Background: an optimization exercise with open tools, aiming at small area, a short achievable clock period and few clock cycles per item. Do not read the settings as production practice.
Where RTL was checked, it was by simulation tests only, not by an equivalence proof against the original.
Only the layout flow was run in runs 2 to 6; the RTL was not checked for function there.

==> design/flow/design.v <==
module display (
    input  logic [3:0] data,
    output logic [6:0] segments
);
    always_comb begin
        case (data)
            4'b0000: segments = 7'b1111110;  
            4'b0001: segments = 7'b0110000;  
            4'b0010: segments = 7'b1101101;  
            4'b0011: segments = 7'b1111001;  
            4'b0100: segments = 7'b0110011;  
            4'b0101: segments = 7'b1011011;  
            4'b0110: segments = 7'b1011111;  
            4'b0111: segments = 7'b1110000;  
            4'b1000: segments = 7'b1111111;  
            4'b1001: segments = 7'b1110011;  
            default: segments = 7'b0000000;
        endcase
    end
endmodule
module control (
    input  logic [2:0]  position,
    input  logic [3:0]  digit,
    input  logic        clock,
    input  logic        reset,
    output logic [63:0] segments_out
);
    logic [6:0] seg_in;
    logic [6:0] seg [8];
    display dec (.data(digit), .segments(seg_in));
    always_ff @(posedge clock or posedge reset) begin
        if (reset) begin
            for (int i = 0; i < 8; i++) seg[i] <= 7'b1111110;  
        end else begin
            seg[position] <= seg_in;
        end
    end
    always_comb begin
        for (int i = 0; i < 8; i++) segments_out[8*i +: 8] = {seg[i], 1'b0};
    end
endmodule
module calculadora (
    input  logic [3:0]  cmd,
    input  logic        clock,
    input  logic        reset,
    output logic [1:0]  status,
    output logic [3:0]  data,
    output logic [2:0]  position,
    output logic [31:0] result
);
    localparam logic [3:0] CMD_RES = 4'b1110, CMD_CLR = 4'b1111;
    logic s_idle, s_ina, s_op, s_inb, s_done, s_err;
    logic [26:0] x;        
    logic [31:0] vs, vc;   
    logic [1:0]  op_sel;   
    logic [31:0] acc;
    logic [3:0]  data_r;
    logic [2:0]  pos_r;
    wire is_dig = (cmd <= 4'd9);
    wire is_op  = (cmd == 4'd10) || (cmd == 4'd11) || (cmd == 4'd12);
    wire is_res = (cmd == CMD_RES);
    wire is_clr = (cmd == CMD_CLR);
    wire full   = (pos_r == 3'd7);    
    wire in_num = s_ina | s_inb;
    wire [26:0] x10 = s_ina ? ({x[23:0], 3'b000} + {x[25:0], 1'b0}) : 27'd0;
    wire [4:0]  x_lo = {1'b0, x10[3:0]} + {1'b0, cmd};
    wire [22:0] x_hi0 = x10[26:4];
    wire [22:0] x_hi1 = x10[26:4] + 23'd1;
    wire [26:0] x_next = {x_lo[4] ? x_hi1 : x_hi0, x_lo[3:0]};
    wire        mul = ~op_sel[1];
    wire        sub = op_sel[1] & op_sel[0];
    wire [31:0] a32 = {5'd0, x};
    wire [31:0] hs  = s_op ? 32'd0 : vs;
    wire [31:0] hc  = s_op ? 32'd0 : vc;
    wire [31:0] o1 = {hs[28:0], 3'b000};
    wire [31:0] o2 = {hs[30:0], sub & ~mul};      
    wire [31:0] o3 = {hc[28:0], 3'b000};
    wire [31:0] o4 = {hc[30:0], 1'b0};
    wire [31:0] t1 = mul ? (cmd[3] ? {a32[28:0], 3'b000} : cmd[2] ? {a32[29:0], 2'b00} : 32'd0) : 32'd0;
    wire [31:0] t2 = (mul & cmd[1]) ? {a32[30:0], 1'b0} : 32'd0;
    wire [31:0] t3 = mul ? (cmd[0] ? a32 : 32'd0)
                         : (sub ? {28'hFFFFFFF, ~cmd} : {28'd0, cmd});
    function automatic logic [63:0] csa(input logic [31:0] a, b, c);
        logic [31:0] s, k;
        s = a ^ b ^ c;
        k = (a & b) | (a & c) | (b & c);
        csa = {s, k[30:0], 1'b0};
    endfunction
    wire [63:0] l1a = csa(o1, o2, o3);
    wire [63:0] l1b = csa(t1, t2, t3);
    wire [63:0] l2  = csa(l1a[63:32], l1a[31:0], o4);
    wire [63:0] l3  = csa(l2[63:32], l2[31:0], l1b[63:32]);
    wire [63:0] l4  = csa(l3[63:32], l3[31:0], l1b[31:0]);
    wire [63:0] f   = csa(mul ? 32'd0 : a32, vs, vc);
    wire [31:0] r   = f[63:32] + f[31:0];
    wire [31:0] r_next = (sub & r[31]) ? 32'hFFFFFFFF : r;
    always_ff @(posedge clock) begin
        if (is_dig & (s_idle | s_ina)) x <= x_next;
        if (is_dig & (s_op | s_inb)) begin
            vs <= l4[63:32];
            vc <= l4[31:0];
        end
        if ((s_ina | s_op) & is_op) op_sel <= cmd[1:0];
    end
    always_ff @(posedge clock or posedge reset) begin
        if (reset) begin
            s_idle <= 1'b1; s_ina <= 1'b0; s_op <= 1'b0;
            s_inb  <= 1'b0; s_done <= 1'b0; s_err <= 1'b0;
            acc    <= 32'd0;
            data_r <= 4'd0;
            pos_r  <= 3'd0;
        end else begin
            if (s_idle) begin
                if (is_dig) begin s_idle <= 1'b0; s_ina <= 1'b1; end
            end
            if (s_ina) begin
                if (is_op) begin s_ina <= 1'b0; s_op <= 1'b1; end
                else if (is_dig & full) begin s_ina <= 1'b0; s_err <= 1'b1; end
                else if (is_clr) begin s_ina <= 1'b0; s_idle <= 1'b1; end
            end
            if (s_op) begin
                if (is_dig) begin s_op <= 1'b0; s_inb <= 1'b1; end
                else if (is_clr) begin s_op <= 1'b0; s_idle <= 1'b1; end
                else if (is_res) begin s_op <= 1'b0; s_err <= 1'b1; end
            end
            if (s_inb) begin
                if (is_res) begin s_inb <= 1'b0; s_done <= 1'b1; end
                else if (is_dig & full) begin s_inb <= 1'b0; s_err <= 1'b1; end
                else if (is_clr) begin s_inb <= 1'b0; s_op <= 1'b1; end
            end
            if (s_done) begin
                if (is_clr | is_dig) begin s_done <= 1'b0; s_idle <= 1'b1; end
            end
            if (s_err) begin
                if (is_clr) begin s_err <= 1'b0; s_idle <= 1'b1; end
            end
            if (s_inb & is_res) acc <= r_next;
            if (is_dig & (s_idle | s_op)) begin
                data_r <= cmd; pos_r <= 3'd0;
            end else if (is_dig & in_num & ~full) begin
                data_r <= cmd; pos_r <= pos_r + 3'd1;
            end else if (is_op & s_ina) begin
                data_r <= CMD_CLR; pos_r <= 3'd0;
            end else if (is_op & s_op) begin
                data_r <= cmd; pos_r <= 3'd0;
            end else if (is_clr & s_ina) begin
                pos_r <= 3'd0;
            end else if (is_clr & (s_op | s_inb | s_done | s_err)) begin
                data_r <= CMD_CLR; pos_r <= 3'd0;
            end
        end
    end
    assign status   = {s_err, 1'b0};
    assign data     = data_r;
    assign position = pos_r;
    assign result   = acc;
endmodule
module calculadora_top (
    input logic clock,      
    input logic reset,      
    input logic [3:0] cmd,  
    output logic [1:0] status,
    output logic [3:0] data,
    output logic [3:0] position,
    output logic [63:0] segments,
    output logic [31:0] result
);
    logic [2:0] pos3;
    calculadora dut_calculadora (
        .clock(clock),
        .reset(reset),
        .cmd(cmd),
        .status(status),
        .data(data),
        .position(pos3),
        .result(result)
    );
    control dut_control (
        .clock(clock),
        .reset(reset),
        .position(pos3),
        .digit(data),
        .segments_out(segments)
    );
    assign position = {1'b0, pos3};
endmodule
==> design/flow/run.sh <==
#!/bin/bash
# synth_recipe.tcl (not shown) runs the flow's synth.tcl, then flattens the netlist and writes it again
# the make line also repeats each setting of config.mk as NAME=value (left out here)
make -C /OpenROAD-flow-scripts/flow DESIGN_CONFIG=/design/flow/config.mk WORK_HOME=/design/flow/orfs CLKGATE_MAP_FILE= SYNTH_SCRIPT=/design/flow/synth_recipe.tcl finish
==> design/flow/config.mk <==
export PLATFORM = sky130hd
export DESIGN_NAME = calculadora_top
export DESIGN_NICKNAME = calculadora_top
export VERILOG_FILES = /design/flow/design.v
export SDC_FILE = /design/flow/constraint.sdc
export NUM_CORES = 4
export LEC_CHECK = 0
export ABC_CLOCK_PERIOD_IN_PS = 2500
export CAP_MARGIN = 20
export CORE_MARGIN = 2
export CORE_UTILIZATION = 40
export PLACE_DENSITY = 0.6
export SETUP_SLACK_MARGIN = 2.0
export SLEW_MARGIN = 20
==> design/flow/constraint.sdc <==
create_clock -name core_clock -period 5.0 [get_ports {clock}]
set_input_delay 1.0000 -clock core_clock [delete_from_list [all_inputs] [get_ports {clock}]]
set_output_delay 1.0000 -clock core_clock [all_outputs]
set_load 0.01 [all_outputs]
==> impl_results.md, run 1 <==
- Synth warn: 4
- GPL Wtd Cong: 0.862
- Hold Slack: 486 ps
- FF-to-FF path depth: 17
- Worst EP required: 5340 ps
- Layout cells sized above 1: 0.259
- Final TNS setup: 0 ps
- Commonest cells after routing, fill and taps aside: 257 x inv_1, 156 x nand2_1, 121 x fa_1, 104 x nor2_1, 97 x clkdlybuf4s50_1
- I/O pins: 112
- Status: complete, no violations
- Pre-CTS setup slack: 530 ps
- Avg Inst Size Synth: 9.58 µm²
- Multiplexer area fraction after synthesis: 0.00737
- Post-Synth XOR/XNOR Area: 0.0402
- Final period utilization: 0.777
- Synth unique cells: 82
- Fmax: 257 MHz
- Clk slew on worst S/H paths: 80 ps
- Net count, final: 2,122
- Post-layout min period: 3890 ps
- Core area: 39,700 µm²
- Avg WL per Cell: 18.4 µm
- Drt first pass iters: 5
- Synth Area in Compound Gates: 0.133
- Largest net degree at the start of global routing: 63
- #FFs+latches synth: 192
- Crit. End Element: register
- Synth Cell Area: 16,100 µm²
- Placed Area: 18,100 µm²
- GRT overflow: 0
- Post-synth ARST share: 0.526
- Final worst slack: 1110 ps
- Max Cap Viol: 0
- FP Rows: 73
- Reg2reg end: dut_calculadora.acc[30]
- Final Slew Violations: 0
- Number of DRC markers in iteration 0: 1,073
- Worst setup SP type: register
- Main combinational cell family by area after synthesis: adder cells
- Die W: 205 µm
- Worst path slowest cell: fa_1
- Synth Instances: 1,682
- Number of CTS-inserted buffers: 17
- Final WL: 44,400 µm
- Die area: 41,900 µm²
- HP Start: dut_control.seg[0][0]
- Reg-to-reg startpoint: dut_calculadora.op_sel[1]
- EDFF count, synth: 91
- Number of global-route vias before repair: 12,400
- Slew headroom: 0.290
- Fin area: 20,900 µm²
- Clk sink count: 192
- WS Path Type: reg -> reg
- Hold crit path type: reg -> reg
- H-Tree Depth: 4
- # DRC: 0
- CP peak stage delay: 490 ps
- Final setup violation count: 0
- Post-DRT Antenna Nets: 0
- Post-Synth Simple-Gate Area: 0.132
- Initial antenna violation count: 0
- Clk Tree Root Cell: clkbuf_16
- Clock Skews: 13.7 ps
- Hold EP: dut_control.seg[0][0]
- Later-pin clock latency in the skew report: 470 ps
- Flop2flop setup slack: 1110 ps
- Hold Crit Depth: 2
- Global Route Usage Sum: 0.213
- Ant. Diodes: 0
- Crit Path Max Fanout: 8
- Port Buffers: 101
- Fill cells: 3,484
- RSZ-0062 raised after global routing: true
- Most common cell after layout, fill and taps aside: inv_1
- First-pass GRT wire length: 68,900 µm
- Clock tree buffer depth: 2
- TritonCTS clock tree: built
- Sequential area share after synthesis: 0.330
- Vias per inst: 5.20
- Die Height: 205 µm
- Starting Density: 0.406
- Post-detail-place hpwl: 29,700 µm
- Layout area overhead: 29.7%
- Fin. Hold Viols: 0
- CP arrival: 4230 ps
- Post-synth top flop: edfxtp_1
- Synth Area in Adders: 0.268
- DR vias: 12,500
- Hold-fix buffers at CTS: 0
- Worst-path cell chain: buf_6 -> buf_12 -> nand2_4 -> fa_1 -> inv_2 -> ha_4 -> a21o_1 -> a21o_1 -> a221oi_2 -> o31ai_4 -> a311oi_2 -> buf_4 -> o21bai_4 -> xor2_2 -> o21ai_4 -> buf_12 -> o32a_1
- Slew @ Worst Pin: 1060 ps
critical path, delay by kind of cell, from the launching register on:
family	cells	cell delay (ps)
compound gates	8	1540
fa+ha+maj	2	720
buf+inv	5	710
flops	1	470
xor+xnor	1	240
simple gates	1	50
through the flow:
stage	instances	utilization
after CTS	2379	0.505
after global routing	2407	0.526
after detailed placement	2256	0.455
after global placement	2256	0.455
final	2407	0.526
after floorplan	1693	-
state kept, by name, indices dropped and copies added (netlist names):
name / flops
dut_calculadora.vc: 30
dut_calculadora.data_r: 4
dut_calculadora.s_ina: 1
dut_calculadora.vs: 32
dut_calculadora.s_done: 1
dut_calculadora.s_op: 1
dut_calculadora.s_idle: 1
dut_control.seg: 56
dut_calculadora.op_sel: 2
dut_calculadora.s_err: 1
dut_calculadora.acc: 32
dut_calculadora.x: 27
dut_calculadora.s_inb: 1
dut_calculadora.pos_r: 3
per-layer routing:
metal,vias up,track usage,wire length [µm]
met1,6248,0.302,20000
li1,5874,-,-
met5,-,0,0
met2,338,0.340,20800
met3,57,0.0310,2520
met4,0,0.0595,993
what timing repair did:
item	CTS	global route
gates resized for setup	115	131
gates cloned	13	5
buffers inserted	78	23
pin swaps	37	82
endpoints found under the setup margin	107	107
worst max-delay path by stage:
stage,start,endpoint,slack [ps],cells after the start
2_1_floorplan,dut_calculadora.op_sel[1],dut_calculadora.acc[0],1490,16
3_3_place_gp,cmd[2],dut_calculadora.vs[16],570,9
3_5_place_dp,cmd[2],dut_calculadora.vs[22],530,9
4_1_cts,dut_calculadora.op_sel[1],dut_calculadora.acc[30],1210,16
5_1_grt,dut_calculadora.op_sel[1],dut_calculadora.acc[30],940,17
6_report,dut_calculadora.op_sel[1],dut_calculadora.acc[30],1110,17
Yosys cell counts, drive strengths merged, types with 12 or more instances:
cell type | count | area share
clkbuf | 53 | 0.012
o22a | 35 | 0.019
xor2 | 29 | 0.016
nand2b | 22 | 0.0085
nor2 | 119 | 0.028
dfrtp | 52 | 0.081
edfxtp | 91 | 0.17
a22oi | 13 | 0.0061
o21ai | 74 | 0.023
nand4 | 13 | 0.0050
dfstp | 49 | 0.080
nor3 | 12 | 0.0037
or2 | 16 | 0.0062
nand3 | 18 | 0.0056
fa | 163 | 0.20
nand2 | 194 | 0.045
nor2b | 13 | 0.0050
a21oi | 114 | 0.036
ha | 84 | 0.065
and2 | 15 | 0.0060
xnor2 | 45 | 0.024
buf | 28 | 0.011
a21o | 16 | 0.0075
inv | 285 | 0.066
area by class of cell:
cell class / instances / area [µm²] / area share
clock buffers: 17 / 425 / 0.0204
clock inverters: 15 / 178 / 0.00850
inverters: 287 / 1100 / 0.0527
multi-input cells: 1134 / 10600 / 0.508
flip-flops and latches: 192 / 5320 / 0.255
well taps: 525 / 657 / 0.0314
repair buffers: 235 / 2570 / 0.123
repair inverters: 2 / 32.5 / 0.00156
logic make-up after synthesis:
logic type | Yosys count
and+or+nand+nor | 456
adders and majority gates | 247
other | 1
buffers and inverters | 368
xor gates and xnor gates | 74
DFF | 192
muxes | 11
AOI/OAI and AO/OA | 333
Testbench counts, summed over its fixed seeds: cycles 18,612, ops 1,600.
==> run 2: changes to the inputs <==
--- a/design/flow/design.v
+++ b/design/flow/design.v
@@ -52,6 +52,7 @@
     logic s_idle, s_ina, s_op, s_inb, s_done, s_err;
     logic [26:0] x;        
     logic [31:0] vs, vc;   
+    logic [29:0] k;        
     logic [1:0]  op_sel;   
     logic [31:0] acc;
     logic [3:0]  data_r;
@@ -62,44 +63,60 @@
     wire is_clr = (cmd == CMD_CLR);
     wire full   = (pos_r == 3'd7);    
     wire in_num = s_ina | s_inb;
-    wire [26:0] x10 = s_ina ? ({x[23:0], 3'b000} + {x[25:0], 1'b0}) : 27'd0;
-    wire [4:0]  x_lo = {1'b0, x10[3:0]} + {1'b0, cmd};
-    wire [22:0] x_hi0 = x10[26:4];
-    wire [22:0] x_hi1 = x10[26:4] + 23'd1;
-    wire [26:0] x_next = {x_lo[4] ? x_hi1 : x_hi0, x_lo[3:0]};
-    wire        mul = ~op_sel[1];
-    wire        sub = op_sel[1] & op_sel[0];
+    wire mul = ~op_sel[1];
+    wire add = op_sel[1] & ~op_sel[0];
+    wire sub = op_sel[1] & op_sel[0];
+    wire [26:0] xg   = s_ina ? x : 27'd0;
+    wire [2:0]  lo_a = cmd[3] ? 3'b111 : cmd[2:0];
+    wire        lo_b = cmd[3];
+    wire        cin  = cmd[3] & cmd[0];
+    wire [27:0] xsum = {xg[23:0], lo_a, 1'b1} + {xg[25:0], lo_b, cin};
+    wire [26:0] x_next = xsum[27:1];
+    wire [29:0] a30   = {3'd0, x};
+    wire [29:0] k_sum = (mul ? {a30[28:0], 1'b0} : {a30[26:0], 3'b000}) + a30;
+    wire [29:0] k_next = k_sum ^ {30{add}};
     wire [31:0] a32 = {5'd0, x};
-    wire [31:0] hs  = s_op ? 32'd0 : vs;
-    wire [31:0] hc  = s_op ? 32'd0 : vc;
-    wire [31:0] o1 = {hs[28:0], 3'b000};
-    wire [31:0] o2 = {hs[30:0], sub & ~mul};      
-    wire [31:0] o3 = {hc[28:0], 3'b000};
-    wire [31:0] o4 = {hc[30:0], 1'b0};
-    wire [31:0] t1 = mul ? (cmd[3] ? {a32[28:0], 3'b000} : cmd[2] ? {a32[29:0], 2'b00} : 32'd0) : 32'd0;
-    wire [31:0] t2 = (mul & cmd[1]) ? {a32[30:0], 1'b0} : 32'd0;
-    wire [31:0] t3 = mul ? (cmd[0] ? a32 : 32'd0)
-                         : (sub ? {28'hFFFFFFF, ~cmd} : {28'd0, cmd});
+    wire [31:0] kf  = {{2{add}}, k};
+    wire [2:0]  c_a = (s_inb & add) ? 3'd1 : (s_inb & sub) ? 3'd7 : 3'd0;   
+    wire [1:0]  c_b = (s_inb & sub) ? 2'd2 : 2'd0;
+    wire [31:0] u1 = s_op ? ((mul & cmd[1]) ? {a32[30:0], 1'b0} : 32'd0)
+                          : {vs[28:0], c_a};
+    wire [31:0] u2 = s_op ? (mul ? (cmd[0] ? a32 : 32'd0) : (add ? a32 : ~a32))
+                          : {vs[30:0], 1'b0};
+    wire [31:0] u3 = s_op ? 32'd0 : {vc[28:0], 1'b0, c_b};
+    wire [31:0] u4 = s_op ? 32'd0 : {vc[30:0], 1'b0};
+    wire [31:0] u5 = mul ? (cmd[3] ? {a32[28:0], 3'b000} : cmd[2] ? {a32[29:0], 2'b00} : 32'd0)
+                         : (s_op ? 32'd0 : kf);
+    logic [31:0] u6;
+    always_comb begin
+        if (!mul)         u6 = {28'd0, cmd};
+        else if (s_op)    u6 = 32'd0;
+        else case (cmd[1:0])
+            2'd0: u6 = 32'd0;
+            2'd1: u6 = a32;
+            2'd2: u6 = {a32[30:0], 1'b0};
+            2'd3: u6 = kf;
+        endcase
+    end
     function automatic logic [63:0] csa(input logic [31:0] a, b, c);
-        logic [31:0] s, k;
-        s = a ^ b ^ c;
-        k = (a & b) | (a & c) | (b & c);
-        csa = {s, k[30:0], 1'b0};
+        logic [31:0] s, cy;
+        s  = a ^ b ^ c;
+        cy = (a & b) | (a & c) | (b & c);
+        csa = {s, cy[30:0], 1'b0};
     endfunction
-    wire [63:0] l1a = csa(o1, o2, o3);
-    wire [63:0] l1b = csa(t1, t2, t3);
-    wire [63:0] l2  = csa(l1a[63:32], l1a[31:0], o4);
-    wire [63:0] l3  = csa(l2[63:32], l2[31:0], l1b[63:32]);
-    wire [63:0] l4  = csa(l3[63:32], l3[31:0], l1b[31:0]);
-    wire [63:0] f   = csa(mul ? 32'd0 : a32, vs, vc);
-    wire [31:0] r   = f[63:32] + f[31:0];
-    wire [31:0] r_next = (sub & r[31]) ? 32'hFFFFFFFF : r;
+    wire [63:0] l1a = csa(u1, u2, u3);
+    wire [63:0] l1b = csa(u4, u5, u6);
+    wire [63:0] l2  = csa(l1a[63:32], l1a[31:0], l1b[63:32]);
+    wire [63:0] l3  = csa(l2[63:32], l2[31:0], l1b[31:0]);
+    wire [31:0] r = vs + vc;
+    wire [31:0] r_next = sub ? ~(r & {32{r[31]}}) : r;
     always_ff @(posedge clock) begin
         if (is_dig & (s_idle | s_ina)) x <= x_next;
         if (is_dig & (s_op | s_inb)) begin
-            vs <= l4[63:32];
-            vc <= l4[31:0];
+            vs <= l3[63:32];
+            vc <= l3[31:0];
         end
+        if (s_op) k <= k_next;
         if ((s_ina | s_op) & is_op) op_sel <= cmd[1:0];
     end
     always_ff @(posedge clock or posedge reset) begin
==> design/flow/config.mk (replaced) <==
export PLATFORM = sky130hd
export DESIGN_NAME = calculadora_top
export DESIGN_NICKNAME = calculadora_top
export VERILOG_FILES = /design/flow/design.v
export SDC_FILE = /design/flow/constraint.sdc
export NUM_CORES = 4
export LEC_CHECK = 0
export CAP_MARGIN = 20
export CORE_MARGIN = 2
export CORE_UTILIZATION = 40
export PLACE_DENSITY = 0.6
export SLEW_MARGIN = 20
==> impl_results.md, run 2 <==
- Status: complete, no violations
- Number of DRC markers in iteration 0: 1,130 (+5.3%)
- Largest register FFs: 56 (unchanged)
- Commonest cells after routing, fill and taps aside: 299 x nand2_1, 192 x inv_1, 155 x o21ai_0, 121 x edfxtp_1, 118 x a21oi_1
- Cell type with the largest total area after synthesis: edfxtp_1
- Die area: 48,200 µm² (+15%)
- # DRC: 0 (unchanged)
- Post-DRT Antenna Nets: 0 (unchanged)
- Post-detail-place hpwl: 35,300 µm (+19%)
- DR vias: 14,200 (+14%)
- Hold-fix buffers at CTS: 0 (unchanged)
- Max Cap Viol: 0 (unchanged)
- Synth Cell Area: 18,600 µm² (+15%)
- Synth top area cells: edfxtp_1 20%, fa_1 13%, dfrtp_1 7.0%
- Die Height: 219 µm (+7.2%)
- Synth top cells by count: 299 x nand2_1, 193 x inv_1, 156 x o21ai_0, 121 x edfxtp_1, 118 x a21oi_1
- Clock Skews: 23.2 ps (+9.54 ps)
- Later-pin clock latency in the skew report: 570 ps (+100 ps)
- EDFF count, synth: 121 (+33%)
- Number of global-route vias before repair: 14,200 (+14%)
- I/O pins: 112 (unchanged)
- Sequential area share after synthesis: 0.335 (+0.00489)
- Hold crit path type: reg -> reg
- CP arrival: 4230 ps (about the same)
- Hold EP: dut_control.seg[3][3]
- Fmax: 253 MHz (-1.5%)
- Fin. Hold Viols: 0 (unchanged)
- Die W: 219 µm (+7.2%)
- First-pass GRT wire length: 75,200 µm (+9.2%)
- Final TNS setup: 0 ps (unchanged)
- Vias per inst: 5.29 (+1.8%)
- Post-layout min period: 3950 ps (+61.0 ps)
- #FFs+latches synth: 222 (+16%)
- Layout cells sized above 1: 0.0886 (-0.171)
- GRT overflow: 0 (unchanged)
- Clk sink count: 222 (+16%)
- H-Tree Depth: 1 (-3)
- Flop2flop setup slack: 1050 ps (-60 ps)
- FF-to-FF path depth: 12 (-5)
- Global routing met1 resource utilization: 0.282 (-0.0205)
- Drt first pass iters: 5 (unchanged)
- FP Rows: 78 (+6.8%)
- Post-layout util: 0.460 (-0.0659)
- Final setup violation count: 0 (unchanged)
- WS Path Type: reg -> reg
- Final Slew Violations: 0 (unchanged)
- Net count, final: 2,293 (+8.1%)
- Largest net degree at the start of global routing: 63 (unchanged)
- Post-synth top flop: edfxtp_1
- Number of CTS-inserted buffers: 25 (+8)
- Hold Crit Depth: 2 (unchanged)
- Crit. End Element: register
- Synth warn: 4 (unchanged)
- Multi-input gate area: 11,200 µm² (+5.3%)
- Synth Instances: 2,017 (+20%)
- Final WL: 45,500 µm (+2.6%)
- Top reg by flops: dut_control.seg
- HP Start: dut_control.seg[3][3]
- Post-synth ARST share: 0.455 (-0.0711)
- Synth unique cells: 85 (+3.7%)
- GPL Wtd Cong: 0.879 (+2.1%)
- Post-CTS Setup Bufs: 0 (-100%)
- Worst setup SP type: register
- Grt met2 use: 0.302 (-0.0382)
- Clock tree buffer depth: 3 (+1)
- Share of the synthesized area in the top cell type: 0.196 (-0.00681)
- Clk slew on worst S/H paths: 60 ps (-20 ps)
- Largest regs: dut_control.seg: 56 flops, dut_calculadora.acc: 32 flops, dut_calculadora.vs: 32 flops
- Most frequent cell after synthesis: nand2_1
- Fill cells: 4,307 (+24%)
- Global Route Usage Sum: 0.191 (-0.0216)
- RSZ-0062 raised after global routing: false
- Reg2reg end: dut_calculadora.x[24]
- Port Buffers: 101 (unchanged)
- Initial antenna violation count: 0 (unchanged)
- Ant. Diodes: 0 (unchanged)
- Reg-to-reg startpoint: dut_calculadora.s_ina
- Starting Density: 0.407 (+0.00182)
- Gates resized, CTS repair: 0 (-100%)
- TritonCTS clock tree: built
- Layout area overhead: 12.9%
- Slew headroom: 0.252 (-0.0386)
- Slew @ Worst Pin: 1120 ps (+55.2 ps)
- Core area: 45,600 µm² (+15%)
- Clk Tree Root Cell: clkbuf_16
- Most common cell after layout, fill and taps aside: nand2_1
- Met3 GRT Util: 0.0224 (-0.00866)
- Avg Inst Size Synth: 9.21 µm² (-3.9%)
- Crit Path Max Fanout: 34 (+26)
- FF/Latch Area: 6220 µm² (+17%)
- Most Crowded Layer GR: met2
- Worst EP required: 5280 ps (-60 ps)
- Avg WL per Cell: 16.9 µm (-8.1%)
- Final period utilization: 0.789 (+0.0122)
run 2: cells by family after synthesis:
kind of cell | count (synthesis) | synth area share
flip-flops | 222 | 0.335
adder cells (fa/ha/maj) | 217 | 0.193
buffers and inverters | 311 | 0.0662
AO/OA/AOI/OAI | 502 | 0.173
other | 2 | 0.000404
multiplexers | 56 | 0.0330
AND/OR/NAND/NOR | 581 | 0.140
XOR/XNOR | 126 | 0.0594
run 2: worst max-delay path by stage:
stage / start / endpoint / slack (ps) / cells after the start
final: dut_calculadora.s_ina / dut_calculadora.x[24] / 1050 / 12
after detailed placement: cmd[3] / dut_calculadora.vs[28] / 520 / 11
after CTS: dut_calculadora.s_ina / dut_calculadora.x[24] / 1040 / 12
after global placement: cmd[0] / dut_calculadora.vs[23] / 580 / 10
after floorplan: dut_calculadora.s_op / dut_calculadora.vc[10] / 10 / 5
after global routing: dut_calculadora.s_ina / dut_calculadora.x[24] / 640 / 12
run 2: through the flow:
| step | area, µm² | hold slack, ps | setup slack [ps] | cells |
|---|---|---|---|---|
| finish | 21000 | 471 | 1050 | 2687 |
| global route | 21000 | 490 | 641 | 2687 |
| CTS | 21000 | 474 | 1040 | 2687 |
| detailed placement | 20100 | 464 | 522 | 2643 |
| global placement | 20100 | 457 | 580 | 2643 |
| floorplan | 18600 | 470 | 13.3 | 2027 |
run 2: metal layers:
layer  wire length (µm)  part of all wire
met3               2120             0.047
met4                692             0.015
met5                  0                 0
met1              22500              0.49
met2              20200              0.44
run 2: area by class of cell:
class,instances,area share
Clock inverter,12,0.00823
Multi-Input combinational cell,1494,0.533
Clock buffer,32,0.0316
Sequential cell,222,0.297
Tap cell,600,0.0358
Timing Repair Buffer,132,0.0597
Inverter,195,0.0350
run 2: worst max-delay path, stage by stage, from the launching register on:
cell and delay (ps):
dfrtp_1 920, inv_1 240, nor2_1 280, ha_1 290
nand3_1 110, o211ai_1 280, or4b_1 190, nand4_1 160
o211a_1 280, o31ai_2 420, a21oi_1 160, o2111ai_1 200
o311ai_1 130
==> run 3: changes to the inputs <==
--- a/design/flow/config.mk
+++ b/design/flow/config.mk
@@ -9,4 +9,5 @@
 export CORE_MARGIN = 2
 export CORE_UTILIZATION = 40
 export PLACE_DENSITY = 0.6
+export SETUP_SLACK_MARGIN = 3.0
 export SLEW_MARGIN = 20
==> impl_results.md, run 3 <==
- Worst EP required: 5310 ps (+30 ps)
- Worst-path cell chain: buf_6 -> buf_12 -> buf_12 -> buf_6 -> nand2_2 -> nand2_2 -> ha_4 -> and2_4 -> a221o_1 -> a21oi_4 -> o31ai_4 -> a31oi_4 -> o211ai_1 -> a41o_1 -> nand2_1 -> a32o_1
- Largest net degree at the start of global routing: 63 (unchanged)
- Layout cells sized above 1: 0.367 (+0.278)
- Post-layout util: 0.556 (+0.0960)
- Number of global-route vias before repair: 15,600 (+9.9%)
- Most common cell after layout, fill and taps aside: nand2_1
- I/O pins: 112 (unchanged)
- FP Rows: 78 (unchanged)
- Number of DRC markers in iteration 0: 1,176 (+4.1%)
- Cell type with the largest total area after synthesis: edfxtp_1
- Later-pin clock latency in the skew report: 560 ps (about the same)
- WS Path Type: reg -> reg
- Max Cap Viol: 0 (unchanged)
- Synth warn: 4 (unchanged)
- Synth Instances: 2,017 (unchanged)
- Clock Skews: 22.2 ps (-1.05 ps)
- CP peak stage delay: 440 ps (-480 ps)
- Die area: 48,200 µm² (unchanged)
- H-Tree Depth: 1 (unchanged)
- Pre-CTS setup slack: 584 ps (+62.5 ps)
- TritonCTS clock tree: built
- Sequential area share after synthesis: 0.335 (unchanged)
- CP arrival: 3700 ps (-530 ps)
- Multi-input gate area: 13,100 µm² (+17%)
- First-pass GRT wire length: 85,600 µm (+14%)
- Clk sink count: 222 (unchanged)
- # DRC: 0 (unchanged)
- Share of the synthesized area in the top cell type: 0.196 (unchanged)
- Post-detail-place hpwl: 36,000 µm (+1.9%)
- Vias per inst: 5.42 (+2.5%)
- WP buf/inv: 4 (+3)
- Fin area: 25,300 µm² (+21%)
- Slew @ Worst Pin: 696 ps (-424 ps)
- Placed Area: 20,600 µm² (+2.4%)
- RSZ-0062 raised after global routing: true
- Port Buffers: 101 (unchanged)
- Layout area overhead: 36.5%
- Final Slew Violations: 0 (unchanged)
- Cell family with most CP delay: compound AO/OA/AOI/OAI gates
- Largest register FFs: 56 (unchanged)
- #FFs+latches synth: 222 (unchanged)
- Ant. Diodes: 0 (unchanged)
- Post-synth top flop: edfxtp_1
- Post-Synth XOR/XNOR Area: 0.0594 (unchanged)
- Starting Density: 0.407 (unchanged)
- Post-Synth Simple-Gate Area: 0.140 (unchanged)
- Fill cells: 3,823 (-11%)
- Multiplexer area fraction after synthesis: 0.0330 (unchanged)
- Die Height: 219 µm (unchanged)
- Initial antenna violation count: 0 (unchanged)
- Most frequent cell after synthesis: nand2_1
- Flop2flop setup slack: 1600 ps (+550 ps)
- Worst path slowest cell: edfxtp_1
- Final worst slack: 1600 ps (+546 ps)
- Net count, final: 2,526 (+10%)
- Synth top cells by count: 299 x nand2_1, 193 x inv_1, 156 x o21ai_0, 121 x edfxtp_1, 118 x a21oi_1
- Final period utilization: 0.680 (-0.109)
- Post-layout min period: 3400 ps (-546 ps)
- Core area: 45,600 µm² (unchanged)
- Avg WL per Cell: 18.9 µm (+12%)
- Hold-fix buffers at CTS: 0 (unchanged)
- DR vias: 15,900 (+11%)
- Die W: 219 µm (unchanged)
- Main combinational cell family by area after synthesis: adder cells
- Clk slew on worst S/H paths: 60 ps (about the same)
- FF/Latch Area: 6240 µm² (+0.22%)
- Synth Cell Area: 18,600 µm² (unchanged)
- Hold crit path type: reg -> reg
- Fmax: 294 MHz (+16%)
- Fin. Hold Viols: 0 (unchanged)
- Synth Area in Adders: 0.193 (unchanged)
- Clock tree buffer depth: 3 (unchanged)
- Post-synth ARST share: 0.455 (unchanged)
- Synth Area in Compound Gates: 0.173 (unchanged)
- Status: complete, no violations
- Final TNS setup: 0 ps (unchanged)
- Commonest cells after routing, fill and taps aside: 256 x nand2_1, 169 x buf_4, 155 x inv_1, 121 x edfxtp_1, 116 x buf_6
- EDFF count, synth: 121 (unchanged)
- GPL Wtd Cong: 0.847 (-3.6%)
- Worst setup SP type: register
- GRT overflow: 0 (unchanged)
- Crit. End Element: register
- Synth top area cells: edfxtp_1 20%, fa_1 13%, dfrtp_1 7.0%
- Post-DRT Antenna Nets: 0 (unchanged)
- Clk Tree Root Cell: clkbuf_16
- Drt first pass iters: 5 (unchanged)
- Global Route Usage Sum: 0.223 (+0.0314)
- Final WL: 55,200 µm (+21%)
- Avg Inst Size Synth: 9.21 µm² (unchanged)
- Largest regs: dut_control.seg: 56 flops, dut_calculadora.acc: 32 flops, dut_calculadora.vs: 32 flops
- Crit Path Max Fanout: 7 (-79%)
- Number of CTS-inserted buffers: 26 (+4.0%)
- Slew headroom: 0.535 (+0.283)
- Synth unique cells: 85 (unchanged)
- Top reg by flops: dut_control.seg
- Final setup violation count: 0 (unchanged)
run 3: worst paths after layout:
check | start | to | cells after the start
setup / recovery | dut_calculadora.op_sel[1] | dut_calculadora.k[28] | 16
setup reg to reg | dut_calculadora.op_sel[1] | dut_calculadora.k[28] | 16
min in group asynchronous | reset | dut_control.seg[5][0] | 2
hold reg to reg | dut_calculadora.acc[7] | dut_calculadora.acc[7] | 2
hold / removal | dut_calculadora.acc[7] | dut_calculadora.acc[7] | 2
max in group asynchronous | reset | dut_control.seg[4][1] | 3
run 3: repair_timing:
item	in CTS	in global routing
gates cloned	21	4
setup buffers	130	81
setup endpoints to repair	353	310
resized for setup	736	184
pin swaps	103	99
run 3: metrics by stage:
| step | hold WS [ps] | std cells |
|---|---|---|
| after global routing | 501 | 2923 |
| after global placement | 455 | 2638 |
| final | 481 | 2923 |
| after CTS | 484 | 2837 |
| after floorplan | 470 | 2027 |
| after detailed placement | 467 | 2638 |
run 3: routing by layer:
metal / share of wire / vias up / GRT usage
met3: 0.052 / 127 / 0.0221
met1: 0.43 / 7727 / 0.304
met2: 0.48 / 510 / 0.369
met5: 0 / - / 0
li1: - / 7489 / -
met4: 0.036 / 0 / 0.0804
run 3: kinds of logic (layout without fill, tap and decap cells):
family,Yosys count,count (layout)
buffers and inverters,311,597
AOI/OAI and AO/OA,502,505
adders and majority gates,217,217
xor gates and xnor gates,126,126
and+or+nand+nor,581,588
DFF,222,222
other,2,12
muxes,56,56
run 3: tightest hold or removal path: stages (launching register included):
cell and delay [ps]:
dfrtp_1 340, nand2_1 50, o21ai_1 60
run 3: cell type report:
cell class | count | share of cell area
Multi-Input combinational cell | 1504 | 0.518
Sequential cell | 222 | 0.246
Timing Repair Buffer | 354 | 0.141
Clock buffer | 34 | 0.0306
Inverter | 195 | 0.0300
Tap cell | 600 | 0.0296
Clock inverter | 14 | 0.00449
==> run 4: changes to the inputs <==
--- a/design/flow/config.mk
+++ b/design/flow/config.mk
@@ -5,9 +5,9 @@
 export SDC_FILE = /design/flow/constraint.sdc
 export NUM_CORES = 4
 export LEC_CHECK = 0
+export ABC_CLOCK_PERIOD_IN_PS = 2000
 export CAP_MARGIN = 20
 export CORE_MARGIN = 2
 export CORE_UTILIZATION = 40
 export PLACE_DENSITY = 0.6
-export SETUP_SLACK_MARGIN = 3.0
 export SLEW_MARGIN = 20
==> impl_results.md, run 4 <==
- Status: complete, no violations
- Vias per inst: 5.29 (-2.4%)
- Avg Inst Size Synth: 9.21 µm² (unchanged)
- Clk slew on worst S/H paths: 60 ps (about the same)
- Main combinational cell family by area after synthesis: adder cells
- Most common cell after layout, fill and taps aside: nand2_1
- FF-to-FF path depth: 12 (-4)
- Die area: 48,200 µm² (unchanged)
- Core area: 45,600 µm² (unchanged)
- Final period utilization: 0.789 (+0.109)
- Non-Filler Instances: 2,687 (-8.1%)
- Hold crit path type: reg -> reg
- Crit path from: dut_calculadora.s_ina
- Top reg by flops: dut_control.seg
- Multiplexer area fraction after synthesis: 0.0330 (unchanged)
- Post-CTS Setup Bufs: 0 (-100%)
- Fmax: 253 MHz (-14%)
- Max Cap Viol: 0 (unchanged)
- Synth unique cells: 85 (unchanged)
- CP endpoint: dut_calculadora.x[24]
- Final setup violation count: 0 (unchanged)
- Clock tree buffer depth: 3 (unchanged)
- Synth Area in Adders: 0.193 (unchanged)
- Starting Density: 0.407 (unchanged)
- Crit. End Element: register
- Initial antenna violation count: 0 (unchanged)
- Share of the synthesized area in the top cell type: 0.196 (unchanged)
- DR vias: 14,200 (-10%)
- Synth Cell Area: 18,600 µm² (unchanged)
- Synth warn: 4 (unchanged)
- Fin. Hold Viols: 0 (unchanged)
- Largest regs: dut_control.seg: 56 flops, dut_calculadora.acc: 32 flops, dut_calculadora.vs: 32 flops
- Die Height: 219 µm (unchanged)
- Grt met2 use: 0.302 (-0.0671)
- Crit Path Max Fanout: 34 (+27)
- Post-Synth XOR/XNOR Area: 0.0594 (unchanged)
- Synth top cells by count: 299 x nand2_1, 193 x inv_1, 156 x o21ai_0, 121 x edfxtp_1, 118 x a21oi_1
- Layout cells sized above 1: 0.0886 (-0.278)
- Hold-fix buffers at CTS: 0 (unchanged)
- Most Crowded Layer GR: met2
- H-Tree Depth: 1 (unchanged)
- Avg WL per Cell: 16.9 µm (-10%)
- Ant. Diodes: 0 (unchanged)
- Commonest cells after routing, fill and taps aside: 299 x nand2_1, 192 x inv_1, 155 x o21ai_0, 121 x edfxtp_1, 118 x a21oi_1
- Worst EP required: 5280 ps (-30 ps)
- WS Path Type: reg -> reg
- Layout area overhead: 12.9%
- Post-detail-place hpwl: 35,300 µm (-1.9%)
- Final WL: 45,500 µm (-18%)
- Number of CTS-inserted buffers: 25 (-3.8%)
- Net count, final: 2,293 (-9.2%)
- CP arrival: 4230 ps (+530 ps)
- Drt first pass iters: 5 (unchanged)
- Final Slew Violations: 0 (unchanged)
- RSZ-0062 raised after global routing: false
- Number of global-route vias before repair: 14,200 (-9.0%)
- Port Buffers: 101 (unchanged)
- Reg2reg end: dut_calculadora.x[24]
- Post-synth ARST share: 0.455 (unchanged)
- Later-pin clock latency in the skew report: 570 ps (about the same)
- Gates resized, CTS repair: 0 (-100%)
- #FFs+latches synth: 222 (unchanged)
- Clk Tree Root Cell: clkbuf_16
- Met3 GRT Util: 0.0224 (+0.000276)
- Sequential area share after synthesis: 0.335 (unchanged)
- Worst setup SP type: register
- TritonCTS clock tree: built
- Post-layout min period: 3950 ps (+546 ps)
- Number of DRC markers in iteration 0: 1,130 (-3.9%)
- Synth Instances: 2,017 (unchanged)
- Post-Synth Simple-Gate Area: 0.140 (unchanged)
- Slew headroom: 0.252 (-0.283)
- Die W: 219 µm (unchanged)
- Final TNS setup: 0 ps (unchanged)
- Post-DRT Antenna Nets: 0 (unchanged)
- EDFF count, synth: 121 (unchanged)
- Global Route Usage Sum: 0.191 (-0.0314)
- GPL Wtd Cong: 0.879 (+3.8%)
- Synth top area cells: edfxtp_1 20%, fa_1 13%, dfrtp_1 7.0%
- Most frequent cell after synthesis: nand2_1
- Clock Skews: 23.2 ps (+1.05 ps)
- First-pass GRT wire length: 75,200 µm (-12%)
- Largest net degree at the start of global routing: 63 (unchanged)
- Flop2flop setup slack: 1050 ps (-550 ps)
- FP Rows: 78 (unchanged)
- Global routing met1 resource utilization: 0.282 (-0.0222)
- # DRC: 0 (unchanged)
- Placed insts: 2,643 (+0.19%)
- Post-synth top flop: edfxtp_1
- Cell type with the largest total area after synthesis: edfxtp_1
- GRT overflow: 0 (unchanged)
- Clk sink count: 222 (unchanged)
- Synth Area in Compound Gates: 0.173 (unchanged)
- Reg-to-reg startpoint: dut_calculadora.s_ina
- Largest register FFs: 56 (unchanged)
- Slew @ Worst Pin: 1120 ps (+424 ps)
- I/O pins: 112 (unchanged)
run 4: changes by cell type in the layout (fill, tap and decap cells not counted), moves of 41 or more:
cell | before | now
fa_2 | 41 | 0
fa_1 | 76 | 117
nand2_1 | 256 | 299
buf_4 | 169 | 30
buf_6 | 116 | 0
o21ai_0 | 98 | 155
clkdlybuf4s50_1 | 1 | 100
a21oi_1 | 74 | 118
run 4: cell type report:
cell class                 count  area (µm²)
clock buffer                  32         662
clock inverter                12         173
fill                        4307       24600
inverter                     195         734
multi-input combinational   1494       11200
sequential                   222        6220
tap                          600         751
timing repair buffer         132        1250
run 4: worst min-delay path by stage:
stage,start,endpoint,slack [ps],depth (start not counted)
after floorplan,dut_control.seg[3][3],dut_control.seg[3][3],470,2
after global placement,dut_control.seg[3][3],dut_control.seg[3][3],460,2
after detailed placement,dut_control.seg[3][3],dut_control.seg[3][3],460,2
after CTS,dut_control.seg[3][3],dut_control.seg[3][3],470,2
after global routing,dut_control.seg[3][3],dut_control.seg[3][3],490,2
final,dut_control.seg[3][3],dut_control.seg[3][3],470,2
run 4: worst max-delay path, cell delays in order, from the launching register on:
cell	delay, ps
dfrtp_1	920
inv_1	240
nor2_1	280
ha_1	290
nand3_1	110
o211ai_1	280
or4b_1	190
nand4_1	160
o211a_1	280
o31ai_2	420
a21oi_1	160
o2111ai_1	200
o311ai_1	130
run 4: routing by layer:
layer | wire (µm) | vias up | share of wire
li1 | - | 6981 | -
met1 | 22500 | 6862 | 0.49
met2 | 20200 | 330 | 0.44
met3 | 2120 | 51 | 0.047
met4 | 692 | 0 | 0.015
met5 | 0 | - | 0
run 4: per-stage QoR:
stage / cell area, µm² / utilization / hold slack, ps / setup slack [ps]
3_3_place_gp: 20100 / 0.442 / 457 / 580
4_1_cts: 21000 / 0.460 / 474 / 1040
3_5_place_dp: 20100 / 0.442 / 464 / 522
6_report: 21000 / 0.460 / 471 / 1050
5_1_grt: 21000 / 0.460 / 490 / 641
2_1_floorplan: 18600 / - / 470 / 13.3
run 4: logic make-up (layout without fill, tap and decap cells):
logic type	count (synthesis)	in the layout
compound gates	502	502
buf+inv	311	371
mux	56	56
fa+ha+maj	217	217
other cells	2	12
xor+xnor	126	126
flops	222	222
simple gates	581	581
==> run 5: changes to the inputs <==
--- a/design/flow/config.mk
+++ b/design/flow/config.mk
@@ -10,4 +10,5 @@
 export CORE_MARGIN = 2
 export CORE_UTILIZATION = 40
 export PLACE_DENSITY = 0.6
+export SETUP_SLACK_MARGIN = 2.5
 export SLEW_MARGIN = 20
==> impl_results.md, run 5 <==
- WS Path Type: reg -> reg
- #FFs+latches synth: 222 (unchanged)
- DR vias: 15,800 (+11%)
- Post-DRT Antenna Nets: 0 (unchanged)
- Core area: 45,600 µm² (unchanged)
- Worst EP required: 5310 ps (+30 ps)
- Final period utilization: 0.667 (-0.122)
- Die Height: 219 µm (unchanged)
- Cell type with the largest total area after synthesis: edfxtp_1
- Clock tree buffer depth: 3 (unchanged)
- Number of global-route vias before repair: 15,300 (+7.6%)
- Synth top area cells: edfxtp_1 20%, fa_1 13%, dfrtp_1 7.0%
- Layout area overhead: 37.5%
- Most common cell after layout, fill and taps aside: nand2_1
- Global Route Usage Sum: 0.219 (+0.0273)
- Synth unique cells: 85 (unchanged)
- Final setup violation count: 0 (unchanged)
- Synth Instances: 2,017 (unchanged)
- Crit. End Element: register
- FP Rows: 78 (unchanged)
- # DRC: 0 (unchanged)
- Fmax: 300 MHz (+18%)
- Largest register FFs: 56 (unchanged)
- Avg WL per Cell: 19.1 µm (+13%)
- Global routing met1 resource utilization: 0.298 (+0.0169)
- WP buf/inv: 7 (+6)
- Largest net degree at the start of global routing: 102 (+62%)
- Clk slew on worst S/H paths: 60 ps (about the same)
- Status: complete, no violations
- Most Crowded Layer GR: met2
- Most frequent cell after synthesis: nand2_1
- Crit Path Max Fanout: 6 (-82%)
- Avg Inst Size Synth: 9.21 µm² (unchanged)
- Die W: 219 µm (unchanged)
- Hold crit path type: reg -> reg
- Sequential area share after synthesis: 0.335 (unchanged)
- Initial antenna violation count: 0 (unchanged)
- Later-pin clock latency in the skew report: 570 ps (about the same)
- Net count, final: 2,514 (+9.6%)
- Final TNS setup: 0 ps (unchanged)
- RSZ-0062 raised after global routing: true
- H-Tree Depth: 1 (unchanged)
- Synth Cell Area: 18,600 µm² (unchanged)
- Post-layout min period: 3340 ps (-610 ps)
- Hold-fix buffers at CTS: 0 (unchanged)
- Synth warn: 4 (unchanged)
- Layout cells sized above 1: 0.330 (+0.242)
- Slew headroom: 0.398 (+0.146)
- Die area: 48,200 µm² (unchanged)
- Cell family with most CP delay: adder cells
- Non-Filler Instances: 2,909 (+8.3%)
- Largest regs: dut_control.seg: 56 flops, dut_calculadora.acc: 32 flops, dut_calculadora.vs: 32 flops
- Top reg by flops: dut_control.seg
- Slew @ Worst Pin: 904 ps (-216 ps)
- Vias per inst: 5.44 (+2.8%)
- Placed insts: 2,635 (-0.30%)
- EDFF count, synth: 121 (unchanged)
- Number of CTS-inserted buffers: 25 (unchanged)
- Final WL: 55,600 µm (+22%)
- Met3 GRT Util: 0.0247 (+0.00235)
- Clk sink count: 222 (unchanged)
- Post-synth top flop: edfxtp_1
- CP arrival: 3650 ps (-580 ps)
- Grt met2 use: 0.359 (+0.0570)
- Post-detail-place hpwl: 35,400 µm (+0.19%)
- Max Cap Viol: 0 (unchanged)
- GPL Wtd Cong: 0.852 (-3.1%)
- Fin. Hold Viols: 0 (unchanged)
- Worst setup SP type: register
- Starting Density: 0.407 (unchanged)
- Clk Tree Root Cell: clkbuf_16
- Share of the synthesized area in the top cell type: 0.196 (unchanged)
- CP most frequent cell: buf_6
- First-pass GRT wire length: 83,800 µm (+11%)
- Number of DRC markers in iteration 0: 1,122 (-0.71%)
- Worst path slowest cell: fa_2
- GRT overflow: 0 (unchanged)
- Port Buffers: 101 (unchanged)
- Commonest cells after routing, fill and taps aside: 271 x nand2_1, 157 x buf_4, 152 x inv_1, 121 x edfxtp_1
- CP peak stage delay: 570 ps (-350 ps)
- Ant. Diodes: 0 (unchanged)
- Drt first pass iters: 6 (+1)
- Worst-path cell chain: buf_6 -> buf_6 -> buf_12 -> o21ai_4 -> buf_6 -> buf_6 -> o21ai_4 -> fa_1 -> inv_2 -> fa_2 -> inv_1 -> fa_2
- TritonCTS clock tree: built
- Synth top cells by count: 299 x nand2_1, 193 x inv_1, 156 x o21ai_0, 121 x edfxtp_1, 118 x a21oi_1
- Post-synth ARST share: 0.455 (unchanged)
- I/O pins: 112 (unchanged)
- Clock Skews: 16.5 ps (-6.75 ps)
- Final Slew Violations: 0 (unchanged)
[run 5: cell counts after synthesis]
Identical to the previous run, type by type.
[run 5: logic make-up (layout without fill, tap and decap cells)]
family,count (synthesis),count (layout),share of synthesized area
xor gates and xnor gates,126,126,0.0594
DFF,222,222,0.335
AOI/OAI and AO/OA,502,505,0.173
buffers and inverters,311,585,0.0662
muxes,56,56,0.0330
and+or+nand+nor,581,586,0.140
other,2,12,0.000404
adders and majority gates,217,217,0.193
[run 5: routing by layer]
metal,vias to the layer above,part of all wire
met5,-,0
met4,0,0.037
met2,504,0.47
met3,113,0.048
met1,7753,0.44
li1,7458,-
[run 5: final timing paths]
kind                                           start                         to  slack, ps  cells after the start
hold reg to reg                dut_control.seg[7][3]      dut_control.seg[7][3]        470                      2
setup reg to reg           dut_calculadora.op_sel[1]     dut_calculadora.vs[11]       1660                     12
max in group asynchronous                      reset    dut_calculadora.acc[23]       3640                      3
min in group asynchronous                      reset  dut_calculadora.data_r[0]        900                      3
hold / removal                 dut_control.seg[7][3]      dut_control.seg[7][3]        470                      2
setup / recovery           dut_calculadora.op_sel[1]     dut_calculadora.vs[11]       1660                     12
[run 5: what timing repair did]
action,CTS,global route
pin swaps,95,167
buffers inserted,111,91
cloned,22,5
endpoints found under the setup margin,203,144
resized for setup,298,279
[run 5: metrics by stage]
step / hold WS (ps) / instance area [µm²] / setup slack (ps) / util
finish: 466 / 25500 / 1660 / 0.560
global route: 496 / 25500 / 1560 / 0.560
CTS: 469 / 23700 / 1770 / 0.521
detailed placement: 462 / 20600 / 691 / 0.452
global placement: 454 / 20600 / 674 / 0.452
floorplan: 470 / 19400 / 1280 / -
[run 5: final cells by class]
type / instances / area (µm²)
sequential: 222 / 6230
timing repair buffer: 345 / 3590
fill: 3802 / 20000
tap: 600 / 751
multi-input combinational: 1502 / 13400
inverter: 195 / 768
clock inverter: 9 / 111
clock buffer: 36 / 718
[run 5: worst register-to-register path, cell delays in order (launching register included)]
cell and delay (ps):
edfxtp_1 450, buf_6 170, buf_6 140, buf_12 140
o21ai_4 220, buf_6 190, buf_6 110, o21ai_4 60
fa_1 530, inv_2 50, fa_2 570, inv_1 60
fa_2 390
==> run 6: changes to the inputs <==
--- a/design/flow/design.v
+++ b/design/flow/design.v
@@ -52,8 +52,8 @@
     logic s_idle, s_ina, s_op, s_inb, s_done, s_err;
     logic [26:0] x;        
     logic [31:0] vs, vc;   
-    logic [29:0] k;        
-    logic [1:0]  op_sel;   
+    logic [28:0] k;        
+    logic        mul, add, sub;   
     logic [31:0] acc;
     logic [3:0]  data_r;
     logic [2:0]  pos_r;
@@ -63,39 +63,35 @@
     wire is_clr = (cmd == CMD_CLR);
     wire full   = (pos_r == 3'd7);    
     wire in_num = s_ina | s_inb;
-    wire mul = ~op_sel[1];
-    wire add = op_sel[1] & ~op_sel[0];
-    wire sub = op_sel[1] & op_sel[0];
     wire [26:0] xg   = s_ina ? x : 27'd0;
     wire [2:0]  lo_a = cmd[3] ? 3'b111 : cmd[2:0];
     wire        lo_b = cmd[3];
     wire        cin  = cmd[3] & cmd[0];
     wire [27:0] xsum = {xg[23:0], lo_a, 1'b1} + {xg[25:0], lo_b, cin};
     wire [26:0] x_next = xsum[27:1];
-    wire [29:0] a30   = {3'd0, x};
-    wire [29:0] k_sum = (mul ? {a30[28:0], 1'b0} : {a30[26:0], 3'b000}) + a30;
-    wire [29:0] k_next = k_sum ^ {30{add}};
+    wire [28:0] k_next = {1'b0, x, 1'b0} + {2'b0, x};
     wire [31:0] a32 = {5'd0, x};
-    wire [31:0] kf  = {{2{add}}, k};
-    wire [2:0]  c_a = (s_inb & add) ? 3'd1 : (s_inb & sub) ? 3'd7 : 3'd0;   
-    wire [1:0]  c_b = (s_inb & sub) ? 2'd2 : 2'd0;
-    wire [31:0] u1 = s_op ? ((mul & cmd[1]) ? {a32[30:0], 1'b0} : 32'd0)
-                          : {vs[28:0], c_a};
-    wire [31:0] u2 = s_op ? (mul ? (cmd[0] ? a32 : 32'd0) : (add ? a32 : ~a32))
-                          : {vs[30:0], 1'b0};
-    wire [31:0] u3 = s_op ? 32'd0 : {vc[28:0], 1'b0, c_b};
-    wire [31:0] u4 = s_op ? 32'd0 : {vc[30:0], 1'b0};
+    wire [31:0] k32 = {3'd0, k};
+    wire [31:0] hs  = s_op ? 32'd0 : vs;
+    wire [31:0] hc  = s_op ? 32'd0 : vc;
+    wire [2:0]  lo1 = mul ? 3'd0 : (cmd[3] ? {2'b11, cmd[0]} : cmd[2:0]);
+    wire [2:0]  lo3 = mul ? 3'd0 : (s_inb ? {cmd[3], ~cmd[3], 1'b0} : {1'b0, cmd[3], 1'b0});
+    wire [31:0] u1 = {hs[28:0], lo1};
+    wire [31:0] u2 = {hs[30:0], 1'b0};
+    wire [31:0] u3 = {hc[28:0], lo3};
+    wire [31:0] u4 = {hc[30:0], 1'b0};
     wire [31:0] u5 = mul ? (cmd[3] ? {a32[28:0], 3'b000} : cmd[2] ? {a32[29:0], 2'b00} : 32'd0)
-                         : (s_op ? 32'd0 : kf);
+                   : s_inb ? (add ? ~{a32[28:0], 3'b000} : {a32[28:0], 3'b111})
+                   : 32'd0;
+    wire        inv6 = (add & s_inb) | (sub & s_op);
     logic [31:0] u6;
     always_comb begin
-        if (!mul)         u6 = {28'd0, cmd};
-        else if (s_op)    u6 = 32'd0;
+        if (!mul) u6 = a32 ^ {32{inv6}};
         else case (cmd[1:0])
             2'd0: u6 = 32'd0;
             2'd1: u6 = a32;
             2'd2: u6 = {a32[30:0], 1'b0};
-            2'd3: u6 = kf;
+            2'd3: u6 = k32;
         endcase
     end
     function automatic logic [63:0] csa(input logic [31:0] a, b, c);
@@ -116,8 +112,12 @@
             vs <= l3[63:32];
             vc <= l3[31:0];
         end
-        if (s_op) k <= k_next;
-        if ((s_ina | s_op) & is_op) op_sel <= cmd[1:0];
+        k <= k_next;
+        if ((s_ina | s_op) & is_op) begin
+            mul <= (cmd == 4'd12);
+            add <= (cmd == 4'd10);
+            sub <= (cmd == 4'd11);
+        end
     end
     always_ff @(posedge clock or posedge reset) begin
         if (reset) begin
==> design/flow/config.mk (replaced) <==
export PLATFORM = sky130hd
export DESIGN_NAME = calculadora_top
export DESIGN_NICKNAME = calculadora_top
export VERILOG_FILES = /design/flow/design.v
export SDC_FILE = /design/flow/constraint.sdc
export NUM_CORES = 4
export LEC_CHECK = 0
export CAP_MARGIN = 20
export CORE_MARGIN = 2
export CORE_UTILIZATION = 40
export PLACE_DENSITY = 0.6
export SLEW_MARGIN = 20
==> impl_results.md, run 6 <==
- Most frequent cell after synthesis: nand2_1
- Fin area: 18,900 µm² (-26%)
- Final period utilization: 0.775 (+0.108)
- Synth warn: 4 (unchanged)
- Status: complete, no violations
- Crit Path Max Fanout: 26 (+20)
- Clock Skews: 16.2 ps (-0.278 ps)
- FP Rows: 74 (-5.1%)
- # DRC: 0 (unchanged)
- EDFF count, synth: 92 (-24%)
- Clock tree buffer depth: 3 (unchanged)
- CP arrival: 4170 ps (+520 ps)
- Synth unique cells: 62 (-27%)
- #FFs+latches synth: 222 (unchanged)
- Final setup violation count: 0 (unchanged)
- Layout area overhead: 13.7%
- Die Height: 208 µm (-5.4%)
- Global Route Usage Sum: 0.173 (-0.0456)
- Largest register FFs: 56 (unchanged)
- Fill cells: 3,847 (+1.2%)
- Final Slew Violations: 0 (unchanged)
- Hold crit path type: reg -> reg
- Gates resized, CTS repair: 0 (-100%)
- GRT overflow: 0 (unchanged)
- Synth top cells by count: 156 x nand2_1, 134 x inv_1, 119 x a21oi_1, 116 x fa_1, 108 x nor2_1
- Ant. Diodes: 0 (unchanged)
- Layout cells sized above 1: 0.0744 (-0.256)
- I/O pins: 112 (unchanged)
- Share of the synthesized area in the top cell type: 0.166 (-0.0292)
- Multi-input gate area: 9770 µm² (-27%)
- Synth top area cells: edfxtp_1 17%, fa_1 14%, dfrtp_1 7.8%
- Synth Instances: 1,690 (-16%)
- Placed Area: 18,000 µm² (-13%)
- Top reg by flops: dut_control.seg
- Worst setup SP type: register
- Starting Density: 0.406 (-0.00180)
- DR vias: 11,900 (-25%)
- Port Buffers: 101 (unchanged)
- Number of CTS-inserted buffers: 27 (+8.0%)
- Post-synth ARST share: 0.455 (unchanged)
- TritonCTS clock tree: built
- Vias per inst: 5.20 (-4.4%)
- Clk slew on worst S/H paths: 60 ps (about the same)
- Die W: 208 µm (-5.4%)
- Fin. Hold Viols: 0 (unchanged)
- Number of DRC markers in iteration 0: 838 (-25%)
- Fmax: 258 MHz (-14%)
- Clk Tree Root Cell: clkbuf_16
- Drt first pass iters: 5 (-1)
- FF/Latch Area: 5930 µm² (-4.8%)
- Avg Inst Size Synth: 9.82 µm² (+6.7%)
- Max Cap Viol: 0 (unchanged)
- Final TNS setup: 0 ps (unchanged)
- Core area: 40,900 µm² (-10%)
- Post-synth top flop: edfxtp_1
- Post-layout min period: 3880 ps (+540 ps)
- Final WL: 37,100 µm (-33%)
- Commonest cells after routing, fill and taps aside: 156 x nand2_1, 133 x inv_1, 119 x a21oi_1, 116 x fa_1, 106 x nor2_1
- Clk sink count: 222 (unchanged)
- Sequential area share after synthesis: 0.357 (+0.0223)
- Die area: 43,200 µm² (-10%)
- Initial antenna violation count: 0 (unchanged)
- Slew @ Worst Pin: 1090 ps (+185 ps)
- Later-pin clock latency in the skew report: 560 ps (about the same)
- Most common cell after layout, fill and taps aside: nand2_1
- Hold-fix buffers at CTS: 0 (unchanged)
- H-Tree Depth: 1 (unchanged)
- WS Path Type: reg -> reg
- Post-detail-place hpwl: 28,200 µm (-20%)
- Largest net degree at the start of global routing: 72 (-29%)
- Net count, final: 1,965 (-22%)
- GPL Wtd Cong: 0.800 (-6.1%)
- Synth Cell Area: 16,600 µm² (-11%)
- Number of global-route vias before repair: 11,800 (-23%)
- Crit. End Element: register
- Worst EP required: 5290 ps (-20 ps)
- First-pass GRT wire length: 62,400 µm (-26%)
- Avg WL per Cell: 16.2 µm (-15%)
- Slew headroom: 0.275 (-0.123)
- Largest regs: dut_control.seg: 56 flops, dut_calculadora.acc: 32 flops, dut_calculadora.vs: 32 flops
- RSZ-0062 raised after global routing: false
- Cell type with the largest total area after synthesis: edfxtp_1
- Post-CTS Setup Bufs: 0 (-100%)
- Post-DRT Antenna Nets: 0 (unchanged)
==> run 6: cell types whose count changed in the layout (fill, tap and decap cells not counted), sizes merged, moves of 40 or more <==
cell           change
inv               -56
buf              -219
clkdlybuf4s50     +66
mux2i             +40
nand2            -143
dlygate4sd2       -53
nand2b            +56
==> run 6: final cells by class <==
class                   count  area share
flip-flops and latches    222       0.314
multi-input cells        1236       0.518
well taps                 532      0.0353
repair buffers            118      0.0604
clock inverters            17     0.00729
clock buffers              33      0.0386
inverters                 134      0.0268
==> run 6: per-stage QoR <==
stage | cells | setup WS [ps] | utilization | hold WS [ps]
after floorplan | 1699 | 484 | - | 470
after global placement | 2242 | 701 | 0.440 | 456
after detailed placement | 2242 | 624 | 0.440 | 462
after CTS | 2292 | 1090 | 0.461 | 472
after global routing | 2292 | 824 | 0.461 | 490
final | 2292 | 1120 | 0.461 | 466
==> run 6: cells by family after synthesis <==
| group | synth area share |
|---|---|
| AOI/OAI and AO/OA | 0.164 |
| xor gates and xnor gates | 0.0433 |
| adders and majority gates | 0.219 |
| buffers and inverters | 0.0573 |
| DFF | 0.357 |
| muxes | 0.0373 |
| other | 0.000226 |
| and+or+nand+nor | 0.122 |
==> run 6: metal layers <==
layer	vias up	track usage	part of all wire
met2	198	0.263	0.43
met4	0	0.0384	0.016
met1	5765	0.264	0.51
li1	5919	-	-
met5	-	0	0
met3	36	0.0200	0.038
==> run 6: worst paths after layout <==
kind / start / endpoint / slack, ps / cells past startpoint
max in group asynchronous: reset / dut_calculadora.s_idle / 3050 / 3
worst min-delay path: dut_control.seg[3][3] / dut_control.seg[3][3] / 470 / 2
min in group asynchronous: reset / dut_calculadora.acc[10] / 970 / 2
worst max register to register: dut_calculadora.mul / dut_calculadora.vs[19] / 1120 / 7
worst max-delay path: dut_calculadora.mul / dut_calculadora.vs[19] / 1120 / 7
worst min register to register: dut_control.seg[3][3] / dut_control.seg[3][3] / 470 / 2
==> run 6: worst max-delay path: stages, from the launching register on <==
cell      delay, ps
edfxtp_1        630
inv_1           200
nand3_1         640
o221ai_1        590
fa_1            500
fa_1            560
inv_1            50
fa_1            430

## afterwards: timing with drivers on the ports
How much do the figures lean on ideal ports? The routed layouts below were timed once more, with nothing changed but the port constraints.
Step 1, drivers: a clkbuf_16 drives clock and a buf_2 each remaining input, both assumed.
Step 2 adds t to the input delays and takes it off the output delays; t is the mean of the earliest and latest rising clock arrival at the registers after step 1. Input paths then give back, and output paths get back, about the clock's delay inside the block.
Three values: no drivers, after step 1, after step 2; two values: the first two.
run	shift t [ns]	slack for setup (ns)	worst setup path after step 2	worst register clock-pin slew, ns	cell pins on the clock port's net
run 1	0.514	1.115 / 1.115 / 1.115	register to register	0.09 / 0.09	1
run 2	0.609	1.054 / 1.054 / 0.479	input to register	0.07 / 0.07	1
run 3	0.603	1.600 / 1.600 / 1.146	input to register	0.07 / 0.07	1
run 4	0.609	1.054 / 1.054 / 0.479	input to register	0.07 / 0.07	1
run 5	0.611	1.663 / 1.663 / 1.103	input to register	0.07 / 0.07	1
run 6	0.609	1.123 / 1.123 / 0.585	input to register	0.06 / 0.06	1
After both steps setup and hold are still met in every run listed.
